Background: an optimization exercise with open tools, aiming at small area. Do not read the settings as production practice.
In this exercise RTL edits were held to simulation tests only and were not proved equivalent to the original.
Power figures rest on the tool's default switching activity, not on a simulated workload.

## krv_core
module krv_core (
	input  wire clk,
	input  wire rstn,
	output wire wfi,
	input  wire kplic_int,
	input  wire [63:0] mtime,
	input  wire core_timer_int,
	output wire instr_itcm_access,
	output wire [31:0] instr_itcm_addr,
	input  wire [31:0] instr_itcm_read_data,
	input  wire instr_itcm_read_data_valid,
	output wire data_dtcm_access,
	input  wire data_dtcm_ready,
	output wire data_dtcm_rd0_wr1,
	output wire [3:0] data_dtcm_byte_strobe,
	output wire [31:0] data_dtcm_write_data,
	output wire [31:0] data_dtcm_addr,
	input  wire [31:0] data_dtcm_read_data,
	input  wire data_dtcm_read_data_valid,
	output wire IAXI_access,
	output wire [31:0] IAXI_addr,
	input  wire [31:0] IAXI_read_data,
	input  wire IAXI_read_data_valid,
	output wire DAXI_access,
	output wire DAXI_rd0_wr1,
	output wire [3:0] DAXI_byte_strobe,
	output wire [31:0] DAXI_write_data,
	output wire [31:0] DAXI_addr,
	input  wire DAXI_trans_buffer_full,
  ...
For scale: ~220000 sq um of cells after synthesis.
clock: 100.0 ns
lec_check: 0
cap_margin: 30
core_margin: 2
core_utilization: 48
cts_buf_list: sky130_fd_sc_hd__clkbuf_8
cts_cluster_diameter: 50
cts_cluster_size: 15
gpl_timing_driven: 0
place_density: 0.6
slew_margin: 30
run.sh (not shown) runs the stock make flow with config.mk's settings and CLKGATE_MAP_FILE= SYNTH_SCRIPT=/design/flow/synth_recipe.tcl, a recipe that flattens the netlist after the stock synthesis.
==> next run, changes <==
==> flow/flow/run.sh (new file) <==
#!/bin/bash
# Own flow: the standard flow, except that synthesis maps the logic with an
# area-oriented ABC script (delay relaxed: the clock period is far above the
# logic depth). Registers are mapped exactly as in the standard synthesis
# (dfflibmap runs before ABC, and ABC does not touch flip-flops).
set -euo pipefail
HERE=$(pwd)
rm -rf "$HERE/scripts"
cp -r "$FLOW_HOME/scripts" "$HERE/scripts"
cp "$HERE/flow/abc_area.script" "$HERE/scripts/abc_speed.script"
# synthesis with the area ABC script
sed 's#^make -C#SCRIPTS_DIR='"$HERE"'/scripts make -C#' standard.sh > standard_area.sh
bash standard_area.sh synth > synth.log 2>&1
# the rest of the standard flow
bash standard.sh > layout.log 2>&1
==> flow/flow/abc_area.script (new file) <==
&get -n
&st
&dch -f
&nf -R 1000 -p
&st
&syn2
&dch -f
&nf -R 1000 -p
&st
&syn2
&dch -f
&nf -R 1000 -p
&st
&syn2
&dch -f
&nf -R 1000 -p
&put
buffer -c
topo
stime -c
upsize -c
dnsize -c
==> flow/standard.sh (new file) <==
#!/bin/bash
# synth_recipe.tcl (not shown) runs the flow's synth.tcl, then flattens the netlist and writes it again
# the make line also repeats each setting of config.mk as NAME=value (left out here)
make -C /OpenROAD-flow-scripts/flow DESIGN_CONFIG=/design/flow/config.mk WORK_HOME=/design/flow/orfs CLKGATE_MAP_FILE= SYNTH_SCRIPT=/design/flow/synth_recipe.tcl "${@:-finish}"
removed: flow/run.sh
=> The new run completed and failed the layout checks on antenna rules; die area decreases by 3.4%; worst setup slack is better by 1.0 ns; fmax climbs by 2.6%; critical path depth came out higher by 53; area after synthesis came out lower by 3.4%; via count came out lower by 2.2%; wire length goes down by 2.6%; total power goes down by 29%; count of clock-buffer cells in the layout drops by 19; cell area shrinks by 3.1%.

* * *

main:
krv_core, a different RTL version from the one above (not shown whole).
Size in the first run: about 18000 cells after synthesis, about 3900 flip-flops, about 410 I/O pins, about 210000 um2 of cells after synthesis.
export LEC_CHECK = 0
export CAP_MARGIN = 30
export CORE_MARGIN = 2
export CORE_UTILIZATION = 42
export CTS_BUF_LIST = sky130_fd_sc_hd__clkbuf_8
export CTS_CLUSTER_DIAMETER = 50
export CTS_CLUSTER_SIZE = 15
export PLACE_DENSITY = 0.54
export SLEW_MARGIN = 30
create_clock -name core_clock -period 100.0 [get_ports {clk}]
standard.sh (not shown) runs the stock make flow with config.mk's settings and CLKGATE_MAP_FILE= SYNTH_SCRIPT=/design/flow/synth_recipe.tcl, a recipe that flattens the netlist after the stock synthesis.
==> flow/flow/run.sh <==
#!/bin/bash
# Own flow: the standard ORFS flow (the standard.sh make call) with these
# changes:
#  - synthesis maps the logic with an area-oriented ABC script
#    (flow/abc_area.script; the clock period is far above the logic depth).
#    Registers are mapped as in the standard synthesis (dfflibmap runs before
#    ABC, and ABC does not touch flip-flops). This is checked: the standard
#    synthesis is also run (in orfs_std/), and if the register names and cell
#    types differ, the standard synthesis result is used instead.
#  - clock tree synthesis without dummy loads (-dont_use_dummy_load).
#  - more antenna repair iterations after detailed routing, and one retry of
#    the layout at a lower utilization if antenna violations remain.
# Each tool's output goes to a log file in this folder (and ORFS's own logs).
set -euo pipefail
HERE=$(pwd)
rm -rf "$HERE/scripts"
cp -r "$FLOW_HOME/scripts" "$HERE/scripts"
cp "$HERE/flow/abc_area.script" "$HERE/scripts/abc_speed.script"
sed -i 's/  -repair_clock_nets\]/  -repair_clock_nets -dont_use_dummy_load]/' "$HERE/scripts/cts.tcl"
grep -q dont_use_dummy_load "$HERE/scripts/cts.tcl"
sed 's#^make -C#SCRIPTS_DIR='"$HERE"'/scripts make -C#; s#"${@:-finish}"#MAX_REPAIR_ANTENNAS_ITER_DRT=10 "${@:-finish}"#' standard.sh > standard_own.sh
grep -q "SCRIPTS_DIR=$HERE/scripts make" standard_own.sh
grep -q "MAX_REPAIR_ANTENNAS_ITER_DRT=10" standard_own.sh
WH=$(sed -n 's#.*WORK_HOME=\([^ ]*\) .*#\1#p' standard.sh | head -1)
RES=$WH/results/sky130hd/krv_core/base
REP=$WH/reports/sky130hd/krv_core/base
LOGD=$WH/logs/sky130hd/krv_core/base
# standard synthesis for the register check
sed "s#WORK_HOME=$WH #WORK_HOME=$HERE/orfs_std #" standard.sh > standard_chk.sh
bash standard_chk.sh synth > synth_std.log 2>&1
# own synthesis
bash standard_own.sh synth > synth.log 2>&1
flops() { grep -oE 'sky130_fd_sc_hd__(df|edf|sdf|dl)[a-z0-9_]* +[^ ]+ +\(' "$1" | awk '{print $2, $1}' | sort; }
flops "$HERE/orfs_std/results/sky130hd/krv_core/base/1_2_yosys.v" > flops_std.txt
flops "$RES/1_2_yosys.v" > flops_own.txt
if ! cmp -s flops_std.txt flops_own.txt || [[ ! -s flops_own.txt ]]; then
  echo "register mismatch: using the standard synthesis" > register_mismatch.txt
  rm -f "$RES"/1_* "$LOGD"/1_* 
  bash standard.sh synth > synth_fallback.log 2>&1
fi
bash standard_own.sh > layout.log 2>&1 || true
if [[ ! -f out/final.def ]] || grep -q "Net:" "$REP/drt_antennas.log" 2>/dev/null; then
  echo "retry at lower utilization" > retry.txt
  rm -f out/final.def
  mkdir -p first_try
  cp -r "$REP" first_try/reports 2>/dev/null || true
  cp -r "$LOGD" first_try/logs 2>/dev/null || true
  for s in 2_ 3_ 4_ 5_ 6_; do rm -f "$RES"/$s* "$LOGD"/$s* "$REP"/$s*; done
  sed -i 's#CORE_UTILIZATION=[0-9.]*#CORE_UTILIZATION=39#; s#PLACE_DENSITY=[0-9.]*#PLACE_DENSITY=0.50#' standard_own.sh
  bash standard_own.sh > layout_retry.log 2>&1
fi
test -f out/final.def
Other scripts of this flow, unchanged in this note and not shown: flow/flow/abc_area.script
Relative to main, the following input files were edited for the feature branch:
- PLACE_DENSITY now 0.57, was 0.54
- CORE_UTILIZATION now 45, was 42
--- a/flow/flow/run.sh
+++ b/flow/flow/run.sh
@@ -10,0 +11 @@
+#  - buffering after placement without buf_12/buf_16 (see below).
@@ -20,0 +22,6 @@
+# placement, resizing, global-route repair and CTS repair do not use the two
+# largest buffers (buf_12, buf_16): more, smaller buffers fix slew for less area
+for f in global_place.tcl resize.tcl global_route.tcl cts.tcl; do
+  sed -i 's/^\(\s*\)set_dont_use \$::env(DONT_USE_CELLS)$/\1set_dont_use $::env(DONT_USE_CELLS)\n\1set_dont_use {sky130_fd_sc_hd__buf_16 sky130_fd_sc_hd__buf_12}/' "$HERE/scripts/$f"
+  grep -q "set_dont_use {sky130_fd_sc_hd__buf_16 sky130_fd_sc_hd__buf_12}" "$HERE/scripts/$f"
+done
@@ -49 +56 @@
-  sed -i 's#CORE_UTILIZATION=[0-9.]*#CORE_UTILIZATION=39#; s#PLACE_DENSITY=[0-9.]*#PLACE_DENSITY=0.50#' standard_own.sh
+  sed -i 's#CORE_UTILIZATION=[0-9.]*#CORE_UTILIZATION=41#; s#PLACE_DENSITY=[0-9.]*#PLACE_DENSITY=0.52#' standard_own.sh
Results
The relative area change from synthesis to final layout in the feature branch sits 1.0 points below the value recorded for main.
Summary of the comparison: post-layout minimum cycle time is lower in the feature branch, relative to main.
Latest clock arrival within the worst-skew pair: the feature branch vs main — no meaningful difference
Comparing the feature branch and main, the higher half-perimeter wire length of the detailed placement result is on the feature branch.
Met3 demand-to-capacity share in global routing: lower on main
Fraction of area in multi-input gates: the feature branch > main
Measured against each other, the feature branch and main differ in count of vias placed by the detailed router, the higher figure coming from the feature branch.
Diff the feature branch and main: met1 usage in global routing lower in main
First-pass iteration count of the detailed router: the feature branch higher than main
Total power: the feature branch below main
Taking main as the reference point, the worst slew margin relative to its limit of the feature branch rises by 1.8 points.

* * *

pepper:
krv_core again, from the RTL that the note above started with.
Settings: LEC_CHECK=0, CAP_MARGIN=30, CORE_MARGIN=2, CORE_UTILIZATION=48, CTS_BUF_LIST=sky130_fd_sc_hd__clkbuf_8, CTS_CLUSTER_DIAMETER=50, CTS_CLUSTER_SIZE=15, GPL_TIMING_DRIVEN=0, PLACE_DENSITY=0.6, SLEW_MARGIN=30; clock period 100.0 ns.
==> flow/flow/run.sh <==
#!/bin/bash
# Own flow: the standard ORFS flow (the standard.sh make call) with these
# changes:
#  - synthesis maps the logic with an area-oriented ABC script
#    (flow/abc_area.script; the clock period is far above the logic depth).
#    Registers are mapped as in the standard synthesis (dfflibmap runs before
#    ABC, and ABC does not touch flip-flops). This is checked: the standard
#    synthesis is also run (in orfs_std/), and if the register names and cell
#    types differ, the standard synthesis result is used instead.
#  - clock tree synthesis without dummy loads (-dont_use_dummy_load).
#  - more antenna repair iterations after detailed routing, and one retry of
#    the layout at a lower utilization if antenna violations remain.
# Each tool's output goes to a log file in this folder (and ORFS's own logs).
set -euo pipefail
HERE=$(pwd)
rm -rf "$HERE/scripts"
cp -r "$FLOW_HOME/scripts" "$HERE/scripts"
cp "$HERE/flow/abc_area.script" "$HERE/scripts/abc_speed.script"
sed -i 's/  -repair_clock_nets\]/  -repair_clock_nets -dont_use_dummy_load]/' "$HERE/scripts/cts.tcl"
grep -q dont_use_dummy_load "$HERE/scripts/cts.tcl"
sed 's#^make -C#SCRIPTS_DIR='"$HERE"'/scripts make -C#; s#"${@:-finish}"#MAX_REPAIR_ANTENNAS_ITER_DRT=10 "${@:-finish}"#' standard.sh > standard_own.sh
grep -q "SCRIPTS_DIR=$HERE/scripts make" standard_own.sh
grep -q "MAX_REPAIR_ANTENNAS_ITER_DRT=10" standard_own.sh
WH=$(sed -n 's#.*WORK_HOME=\([^ ]*\) .*#\1#p' standard.sh | head -1)
RES=$WH/results/sky130hd/krv_core/base
REP=$WH/reports/sky130hd/krv_core/base
LOGD=$WH/logs/sky130hd/krv_core/base
# standard synthesis for the register check
sed "s#WORK_HOME=$WH #WORK_HOME=$HERE/orfs_std #" standard.sh > standard_chk.sh
bash standard_chk.sh synth > synth_std.log 2>&1
# own synthesis
bash standard_own.sh synth > synth.log 2>&1
flops() { grep -oE 'sky130_fd_sc_hd__(df|edf|sdf|dl)[a-z0-9_]* +[^ ]+ +\(' "$1" | awk '{print $2, $1}' | sort; }
flops "$HERE/orfs_std/results/sky130hd/krv_core/base/1_2_yosys.v" > flops_std.txt
flops "$RES/1_2_yosys.v" > flops_own.txt
if ! cmp -s flops_std.txt flops_own.txt || [[ ! -s flops_own.txt ]]; then
  echo "register mismatch: using the standard synthesis" > register_mismatch.txt
  rm -f "$RES"/1_* "$LOGD"/1_* 
  bash standard.sh synth > synth_fallback.log 2>&1
fi
bash standard_own.sh > layout.log 2>&1 || true
if [[ ! -f out/final.def ]] || grep -q "Net:" "$REP/drt_antennas.log" 2>/dev/null; then
  echo "retry at lower utilization" > retry.txt
  rm -f out/final.def
  mkdir -p first_try
  cp -r "$REP" first_try/reports 2>/dev/null || true
  cp -r "$LOGD" first_try/logs 2>/dev/null || true
  for s in 2_ 3_ 4_ 5_ 6_; do rm -f "$RES"/$s* "$LOGD"/$s* "$REP"/$s*; done
  sed -i 's#CORE_UTILIZATION=[0-9.]*#CORE_UTILIZATION=44#; s#PLACE_DENSITY=[0-9.]*#PLACE_DENSITY=0.55#' standard_own.sh
  bash standard_own.sh > layout_retry.log 2>&1
fi
test -f out/final.def
Other scripts of this flow, unchanged in this note and not shown: flow/flow/abc_area.script
pepper has completed all stages; timing, DRC and antenna checks passed.
Modified inputs, quartz compared to pepper
diff --git a/flow/flow/run.sh b/flow/flow/run.sh
--- a/flow/flow/run.sh
+++ b/flow/flow/run.sh
@@ -49 +49 @@
-  sed -i 's#CORE_UTILIZATION=[0-9.]*#CORE_UTILIZATION=44#; s#PLACE_DENSITY=[0-9.]*#PLACE_DENSITY=0.55#' standard_own.sh
+  sed -i 's#CORE_UTILIZATION=[0-9.]*#CORE_UTILIZATION=41#; s#PLACE_DENSITY=[0-9.]*#PLACE_DENSITY=0.52#' standard_own.sh
diff --git a/flow/config.mk b/flow/config.mk
--- a/flow/config.mk
+++ b/flow/config.mk
@@ -10 +10 @@
-export CORE_UTILIZATION = 48
+export CORE_UTILIZATION = 45
@@ -14,2 +14 @@
-export GPL_TIMING_DRIVEN = 0
-export PLACE_DENSITY = 0.6
+export PLACE_DENSITY = 0.57
Notes after the runs:
Timing, DRC, antenna: 0 failures across pepper and quartz
Final standard cell count with taps included and fillers excluded, pepper and quartz: larger value in pepper
Side by side, global-route wire length before repair turned out lower in quartz than in pepper.
quartz vs pepper on worst setup slack: quartz is the higher one.
Compared with pepper, quartz shows a lower core utilization.
Going from pepper to quartz, via count of the first global-routing pass shrinks by 6.7%.
Post-route clock period utilization (higher): pepper
Per the comparison of quartz with pepper, area added between synthesis and finish decreased 5.2 points; site row count decreased about 1.2%.

* * *

cedar:
Another version of the RTL of krv_core (not shown whole).
Size in the first run: roughly 18000 cells after synthesis, about 410 I/O pins, about 210000 um2 of cells after synthesis.
export LEC_CHECK = 0
export CAP_MARGIN = 25
export CORE_MARGIN = 2
export CORE_UTILIZATION = 42
export CTS_BUF_LIST = sky130_fd_sc_hd__clkbuf_8
export CTS_CLUSTER_DIAMETER = 50
export CTS_CLUSTER_SIZE = 15
export PLACE_DENSITY = 0.54
export SLEW_MARGIN = 25
create_clock -name core_clock -period 100.0 [get_ports {clk}]
==> flow/flow/run.sh <==
#!/bin/bash
# Own flow: the standard ORFS flow (the standard.sh make call) with these
# changes:
#  - synthesis maps the logic with an area-oriented ABC script
#    (flow/abc_area.script; the clock period is far above the logic depth).
#    Registers are mapped as in the standard synthesis (dfflibmap runs before
#    ABC, and ABC does not touch flip-flops). This is checked: the standard
#    synthesis is also run (in orfs_std/), and if the register names and cell
#    types differ, the standard synthesis result is used instead.
#  - clock tree synthesis without dummy loads (-dont_use_dummy_load).
#  - buffering after placement without buf_12/buf_16 (see below).
#  - more antenna repair iterations after detailed routing, and one retry of
#    the layout at a lower utilization if antenna violations remain.
# Each tool's output goes to a log file in this folder (and ORFS's own logs).
set -euo pipefail
HERE=$(pwd)
rm -rf "$HERE/scripts"
cp -r "$FLOW_HOME/scripts" "$HERE/scripts"
cp "$HERE/flow/abc_area.script" "$HERE/scripts/abc_speed.script"
sed -i 's/  -repair_clock_nets\]/  -repair_clock_nets -dont_use_dummy_load]/' "$HERE/scripts/cts.tcl"
grep -q dont_use_dummy_load "$HERE/scripts/cts.tcl"
# placement, resizing, global-route repair and CTS repair do not use the two
# largest buffers (buf_12, buf_16): more, smaller buffers fix slew for less area
for f in global_place.tcl resize.tcl global_route.tcl cts.tcl; do
  sed -i 's/^\(\s*\)set_dont_use \$::env(DONT_USE_CELLS)$/\1set_dont_use $::env(DONT_USE_CELLS)\n\1set_dont_use {sky130_fd_sc_hd__buf_16 sky130_fd_sc_hd__buf_12}/' "$HERE/scripts/$f"
  grep -q "set_dont_use {sky130_fd_sc_hd__buf_16 sky130_fd_sc_hd__buf_12}" "$HERE/scripts/$f"
done
sed 's#^make -C#SCRIPTS_DIR='"$HERE"'/scripts make -C#; s#"${@:-finish}"#MAX_REPAIR_ANTENNAS_ITER_DRT=10 "${@:-finish}"#' standard.sh > standard_own.sh
grep -q "SCRIPTS_DIR=$HERE/scripts make" standard_own.sh
grep -q "MAX_REPAIR_ANTENNAS_ITER_DRT=10" standard_own.sh
WH=$(sed -n 's#.*WORK_HOME=\([^ ]*\) .*#\1#p' standard.sh | head -1)
RES=$WH/results/sky130hd/krv_core/base
REP=$WH/reports/sky130hd/krv_core/base
LOGD=$WH/logs/sky130hd/krv_core/base
# standard synthesis for the register check
sed "s#WORK_HOME=$WH #WORK_HOME=$HERE/orfs_std #" standard.sh > standard_chk.sh
bash standard_chk.sh synth > synth_std.log 2>&1
# own synthesis
bash standard_own.sh synth > synth.log 2>&1
flops() { grep -oE 'sky130_fd_sc_hd__(df|edf|sdf|dl)[a-z0-9_]* +[^ ]+ +\(' "$1" | awk '{print $2, $1}' | sort; }
flops "$HERE/orfs_std/results/sky130hd/krv_core/base/1_2_yosys.v" > flops_std.txt
flops "$RES/1_2_yosys.v" > flops_own.txt
if ! cmp -s flops_std.txt flops_own.txt || [[ ! -s flops_own.txt ]]; then
  echo "register mismatch: using the standard synthesis" > register_mismatch.txt
  rm -f "$RES"/1_* "$LOGD"/1_* 
  bash standard.sh synth > synth_fallback.log 2>&1
fi
bash standard_own.sh > layout.log 2>&1 || true
if [[ ! -f out/final.def ]] || grep -q "Net:" "$REP/drt_antennas.log" 2>/dev/null; then
  echo "retry at lower utilization" > retry.txt
  rm -f out/final.def
  mkdir -p first_try
  cp -r "$REP" first_try/reports 2>/dev/null || true
  cp -r "$LOGD" first_try/logs 2>/dev/null || true
  for s in 2_ 3_ 4_ 5_ 6_; do rm -f "$RES"/$s* "$LOGD"/$s* "$REP"/$s*; done
  sed -i 's#CORE_UTILIZATION=[0-9.]*#CORE_UTILIZATION=39#; s#PLACE_DENSITY=[0-9.]*#PLACE_DENSITY=0.50#' standard_own.sh
  bash standard_own.sh > layout_retry.log 2>&1
fi
test -f out/final.def
Other scripts of this flow, unchanged in this note and not shown: flow/flow/abc_area.script
## Diff of input files: oak against cedar
- CAP_MARGIN changed from 25 to 30
- SLEW_MARGIN changed from 25 to 30
## What came out
oak: PASS, flow complete, no timing, DRC or antenna violations. Compared with cedar, in oak clock-buffer cell count down 6; wire length of the first global-routing pass flat; total chip power flat. oak vs. cedar: maximum fanout encountered on the critical timing path essentially unchanged; count of pins over their slew limit essentially unchanged.

==> separate check: timing with driven ports <==
Ports are ideal in the flow. The routed layouts listed here were re-timed in OpenROAD.
Step 1, drivers: a clkbuf_16 drives clk and a buf_2 each remaining input, both assumed.
Step 2, shift: input delay + t, output delay - t, t = (earliest + latest rising clock arrival at the registers) / 2. This alone moves slack from input paths to output paths.
Slacks: no drivers / after step 1 / after step 2; pairs: no drivers / after step 1.
| run | t, ns | slack for setup (ns) | clock arrival spread, ns | worst register clock-pin slew, ns | pins driven straight from the clock port |
|---|---|---|---|---|---|
| the first run of note 1 | 1.395 | 59.962 / 59.818 / 60.528 | 0.192 / 0.192 | 0.11 / 0.11 | 1 |
| the second run of note 1 | 1.430 | 60.976 / 60.976 / 60.976 | 0.164 / 0.164 | 0.11 / 0.11 | 1 |
| main | 1.375 | 61.460 / 61.318 / 62.693 | 0.294 / 0.295 | 0.11 / 0.11 | 1 |
| the feature branch | 1.377 | 61.784 / 61.661 / 63.037 | 0.251 / 0.251 | 0.10 / 0.10 | 1 |
| pepper | 1.370 | 60.444 / 60.444 / 60.444 | 0.355 / 0.356 | 0.11 / 0.11 | 1 |
| quartz | 1.361 | 61.639 / 61.513 / 62.874 | 0.286 / 0.286 | 0.10 / 0.10 | 1 |
| cedar | 1.331 | 61.674 / 61.561 / 62.892 | 0.197 / 0.198 | 0.10 / 0.10 | 1 |
| oak | 1.353 | 61.796 / 61.661 / 63.015 | 0.220 / 0.219 | 0.10 / 0.10 | 1 |
Clock arrivals are far apart in pepper, so t is only a midpoint there and step 2 fits no single register.
